What follows belongs to an exercise in optimizing a design on an open flow for small area; a production flow would make more cautious choices. In this exercise RTL edits were held to simulation tests only and were not proved equivalent to the original. Power is estimated from default activity; no workload was simulated.

Setup of v6:
==> module DFSMv2, before the edit <==
module DFSMv2(
    input clk,
    input rst,
    input start,
    input [23:0] config_bits,
    input in_en,
    output logic start_out,
    output logic in_en_bypass,
    output logic A, B, C, D, E, F, G, H
    );
    parameter MAX_nPERIOD = 512;
    parameter MAX_nLMAC = 3072;
    parameter MAX_nSHFT = 3;
    localparam S0 = 2'd0, S1 = 2'd1, S2 = 2'd2, S0p = 2'd3;
    wire mode = config_bits[23];
    wire [8:0] config_nPeriod = config_bits[22:14];
    wire [11:0] config_nLMAC = config_bits[13:2];
    wire [1:0] config_nSHFT = config_bits[1:0];
    logic [1:0] state;
    logic [11:0] mac_count;
    logic [8:0] period_count;
    logic [2:0] F_dly;
    wire [11:0] mac_inc = mac_count + 12'd1;
    wire [8:0] period_inc = period_count + 9'd1;
    wire mac_more = mac_inc < config_nLMAC;
    wire shft_more = mac_count[1:0] < config_nSHFT - 2'd1;
    wire per_more = period_inc < config_nPeriod;
    always @(posedge clk) begin
        if (~rst) begin
            state <= S0;
            mac_count <= 12'd0;
            period_count <= 9'd0;
            F_dly <= 3'd0;
            F <= 1'b0;
        end
        else begin
            case (state)
                S0: begin
                    if (start) state <= S0p;
                    mac_count <= 12'd0;
                    period_count <= 9'd0;
                end
                S0p: begin
                    if (in_en) state <= S1;
                end
                S1: begin
                    if (!mac_more) state <= S2;
                    else if (~in_en) state <= S0p;
                    mac_count <= mac_more ? mac_inc : 12'd0;
                end
                S2: begin
                    if (!shft_more) state <= per_more ? (in_en ? S1 : S0p) : S0;
                    mac_count <= shft_more ? {10'd0, mac_count[1:0] + 2'd1} : 12'd0;
                    if (!mac_count[1]) period_count <= per_more ? period_inc : 9'd0;
                end
            endcase
            F_dly <= {F_dly[1:0], state == S2 && mac_count[1:0] == 2'd0};
            F <= F_dly[config_nSHFT - 2'd1];
        end
    end
    assign A = state == S1;
    assign B = state == S1 || state == S0p;
    always @(posedge clk) begin
        C <= state == S1 || state == S0p;
        D <= state == S1;
        E <= state == S2;
        H <= mode && state == S1;
        in_en_bypass <= in_en;
        start_out <= start;
    end
    assign G = E;
endmodule
==> module DFSMv3, before the edit <==
module DFSMv3(
    input clk,
    input rst,
    input start,
    input [23:0] config_bits,
    input all_data_rdy,
    input in_en,
    output logic start_out,
    output logic in_en_bypass,
    output logic data_preread,
    output logic A, B, C, D, E, F, G, H
    );
    parameter MAX_nPERIOD = 512;
    parameter MAX_nLMAC = 3072;
    parameter MAX_nSHFT = 3;
    localparam S0 = 2'd0, S1 = 2'd1, S2 = 2'd2, S0p = 2'd3;
    wire mode = config_bits[23];
    wire [8:0] config_nPeriod = config_bits[22:14];
    wire [11:0] config_nLMAC = config_bits[13:2];
    wire [1:0] config_nSHFT = config_bits[1:0];
    logic [1:0] state;
    logic [11:0] mac_count;
    logic [8:0] period_count;
    logic [4:0] F_dly;
    wire [11:0] mac_inc = mac_count + 12'd1;
    wire [8:0] period_inc = period_count + 9'd1;
    wire mac_more = mac_inc < config_nLMAC;
    wire shft_more = mac_count[1:0] < config_nSHFT - 2'd1;
    wire per_more = period_inc < config_nPeriod;
    always @(posedge clk) begin
        if (~rst) begin
            state <= S0;
            mac_count <= 12'd0;
            period_count <= 9'd0;
            F_dly <= 5'd0;
            F <= 1'b0;
        end
        else begin
            case (state)
                S0: begin
                    if (start) state <= S0p;
                    mac_count <= 12'd0;
                    period_count <= 9'd0;
                end
                S0p: begin
                    if (all_data_rdy) state <= S1;
                end
                S1: begin
                    if (!mac_more) state <= S2;
                    else if (~all_data_rdy) state <= S0p;
                    mac_count <= mac_more ? mac_inc : 12'd0;
                end
                S2: begin
                    if (!shft_more) state <= per_more ? (all_data_rdy ? S1 : S0p) : S0;
                    mac_count <= shft_more ? {10'd0, mac_count[1:0] + 2'd1} : 12'd0;
                    if (!mac_count[1]) period_count <= per_more ? period_inc : 9'd0;
                end
            endcase
            F_dly <= {F_dly[3:0], state == S2 && mac_count[1:0] == 2'd0};
            F <= F_dly[{1'b0, config_nSHFT} + 3'd1];
        end
    end
    logic A_dly, B_dly, D_dly1, E_dly1, E_dly2, H_dly1, H_dly2;
    always @(posedge clk) begin
        A_dly <= state == S1;
        A <= A_dly;
        D_dly1 <= A;
        D <= D_dly1;
        B_dly <= state == S1 || state == S0p;
        B <= B_dly;
        C <= B;
        E_dly1 <= state == S2;
        E_dly2 <= E_dly1;
        E <= E_dly2;
        H_dly1 <= mode && state == S1;
        H_dly2 <= H_dly1;
        H <= H_dly2;
        in_en_bypass <= in_en;
        start_out <= start;
    end
    assign G = E;
    assign data_preread = state == S1;
endmodule
export LEC_CHECK = 0
export CAP_MARGIN = 0
export CORE_MARGIN = 2
export CORE_UTILIZATION = 60
export CTS_BUF_LIST = sky130_fd_sc_hd__clkbuf_4
export CTS_CLUSTER_DIAMETER = 60
export CTS_CLUSTER_SIZE = 8
export PLACE_DENSITY = 0.7
export SLEW_MARGIN = 0
create_clock -name core_clock -period 12.0 [get_ports {clk}]
standard.sh (not shown) runs the stock make flow with config.mk's settings and CLKGATE_MAP_FILE= SYNTH_SCRIPT=/design/flow/synth_recipe.tcl, a recipe that flattens the netlist after the stock synthesis.
==> flow/flow/run.sh <==
#!/bin/bash
# The standard layout, with the port buffers made of the smallest buffer.
set -e
export BUFFER_PORTS_ARGS="-buffer_cell sky130_fd_sc_hd__buf_1"
bash standard.sh > standard_flow.log 2>&1
The flow did not stop early for v6: all stages ran, and the layout cleared the timing, DRC and antenna checks.
The inputs of v7 differ from those of v6 as listed below.
diff --git a/flow/design.v b/flow/design.v
--- a/flow/design.v
+++ b/flow/design.v
@@ -490,15 +490,16 @@
     logic [1:0] state;
     logic [11:0] mac_count;
     logic [8:0] period_count;
     logic [2:0] F_dly;
     wire [11:0] mac_inc = mac_count + 12'd1;
     wire [8:0] period_inc = period_count + 9'd1;
-    wire mac_more = mac_inc < config_nLMAC;
+    wire mac_more, per_more;
+    ult #(12) u_mac_lt(.a(mac_inc), .b(config_nLMAC), .lt(mac_more));
     wire shft_more = mac_count[1:0] < config_nSHFT - 2'd1;
-    wire per_more = period_inc < config_nPeriod;
+    ult #(9) u_per_lt(.a(period_inc), .b(config_nPeriod), .lt(per_more));
     always @(posedge clk) begin
         if (~rst) begin
             state <= S0;
             mac_count <= 12'd0;
             period_count <= 9'd0;
             F_dly <= 3'd0;
@@ -538,12 +539,21 @@
         H <= mode && state == S1;
         in_en_bypass <= in_en;
         start_out <= start;
     end
     assign G = E;
 endmodule
+module ult #(parameter W = 8) (input [W-1:0] a, input [W-1:0] b, output lt);
+  wire [W-1:0] l;
+  assign l[0] = ~a[0] & b[0];
+  genvar i;
+  generate for (i = 1; i < W; i = i + 1) begin : g_bit
+    assign l[i] = (b[i] & ~a[i]) | ((b[i] | ~a[i]) & l[i-1]);
+  end endgenerate
+  assign lt = l[W-1];
+endmodule
 module DFSMv3(
     input clk,
     input rst,
     input start,
     input [23:0] config_bits,
     input all_data_rdy,
@@ -564,15 +574,16 @@
     logic [1:0] state;
     logic [11:0] mac_count;
     logic [8:0] period_count;
     logic [4:0] F_dly;
     wire [11:0] mac_inc = mac_count + 12'd1;
     wire [8:0] period_inc = period_count + 9'd1;
-    wire mac_more = mac_inc < config_nLMAC;
+    wire mac_more, per_more;
+    ult #(12) u_mac_lt(.a(mac_inc), .b(config_nLMAC), .lt(mac_more));
     wire shft_more = mac_count[1:0] < config_nSHFT - 2'd1;
-    wire per_more = period_inc < config_nPeriod;
+    ult #(9) u_per_lt(.a(period_inc), .b(config_nPeriod), .lt(per_more));
     always @(posedge clk) begin
         if (~rst) begin
             state <= S0;
             mac_count <= 12'd0;
             period_count <= 9'd0;
             F_dly <= 5'd0;
Findings:
Combinational share of power, v7 and v6: lower on v6
Changes observed in v7 relative to v6: number of non-clock inverters went up by 2; biggest cell delay along the critical path went down by 0.12 ns.
v7 has clock power above what v6 had.
The run showing the smaller synthesized instance count is v6.
Of v7 and v6, the run reporting the lower multi-input logic area was v7.
Design area of v7 falls short of that of v6 slightly.
Diff v7 and v6: maximum clock rate lower in v6
From v6 to v7 the numbers moved as follows: peak supply drop saw a decrease; via total after detailed routing saw an increase; number of global-route vias before repair saw an increase.

==> afterwards: timing with drivers on the ports <==
The results above use ideal ports. As a check the final layouts listed here were re-extracted and re-timed, cells and wires unchanged.
Step 1: set_driving_cell puts a clkbuf_16 on clk and a buf_2 on each other input, an assumption about the parent block.
Step 2, shift: input delay + t, output delay - t, t = (earliest + latest rising clock arrival at the registers) / 2. This alone moves slack from input paths to output paths.
Slacks: ideal ports / drivers / drivers and shift; pairs: ideal ports / drivers.
run | t, ns | slack for setup (ns) | worst setup path at the end | clock arrival spread, ns | worst register clock-pin slew, ns
v6 | 1.284 | 1.232 / 1.157 / 1.520 | input to output | 0.105 / 0.105 | 0.12 / 0.12
v7 | 1.278 | 1.414 / 1.345 / 1.535 | input to output | 0.110 / 0.110 | 0.11 / 0.11
After both steps setup and hold are still met in every run listed.
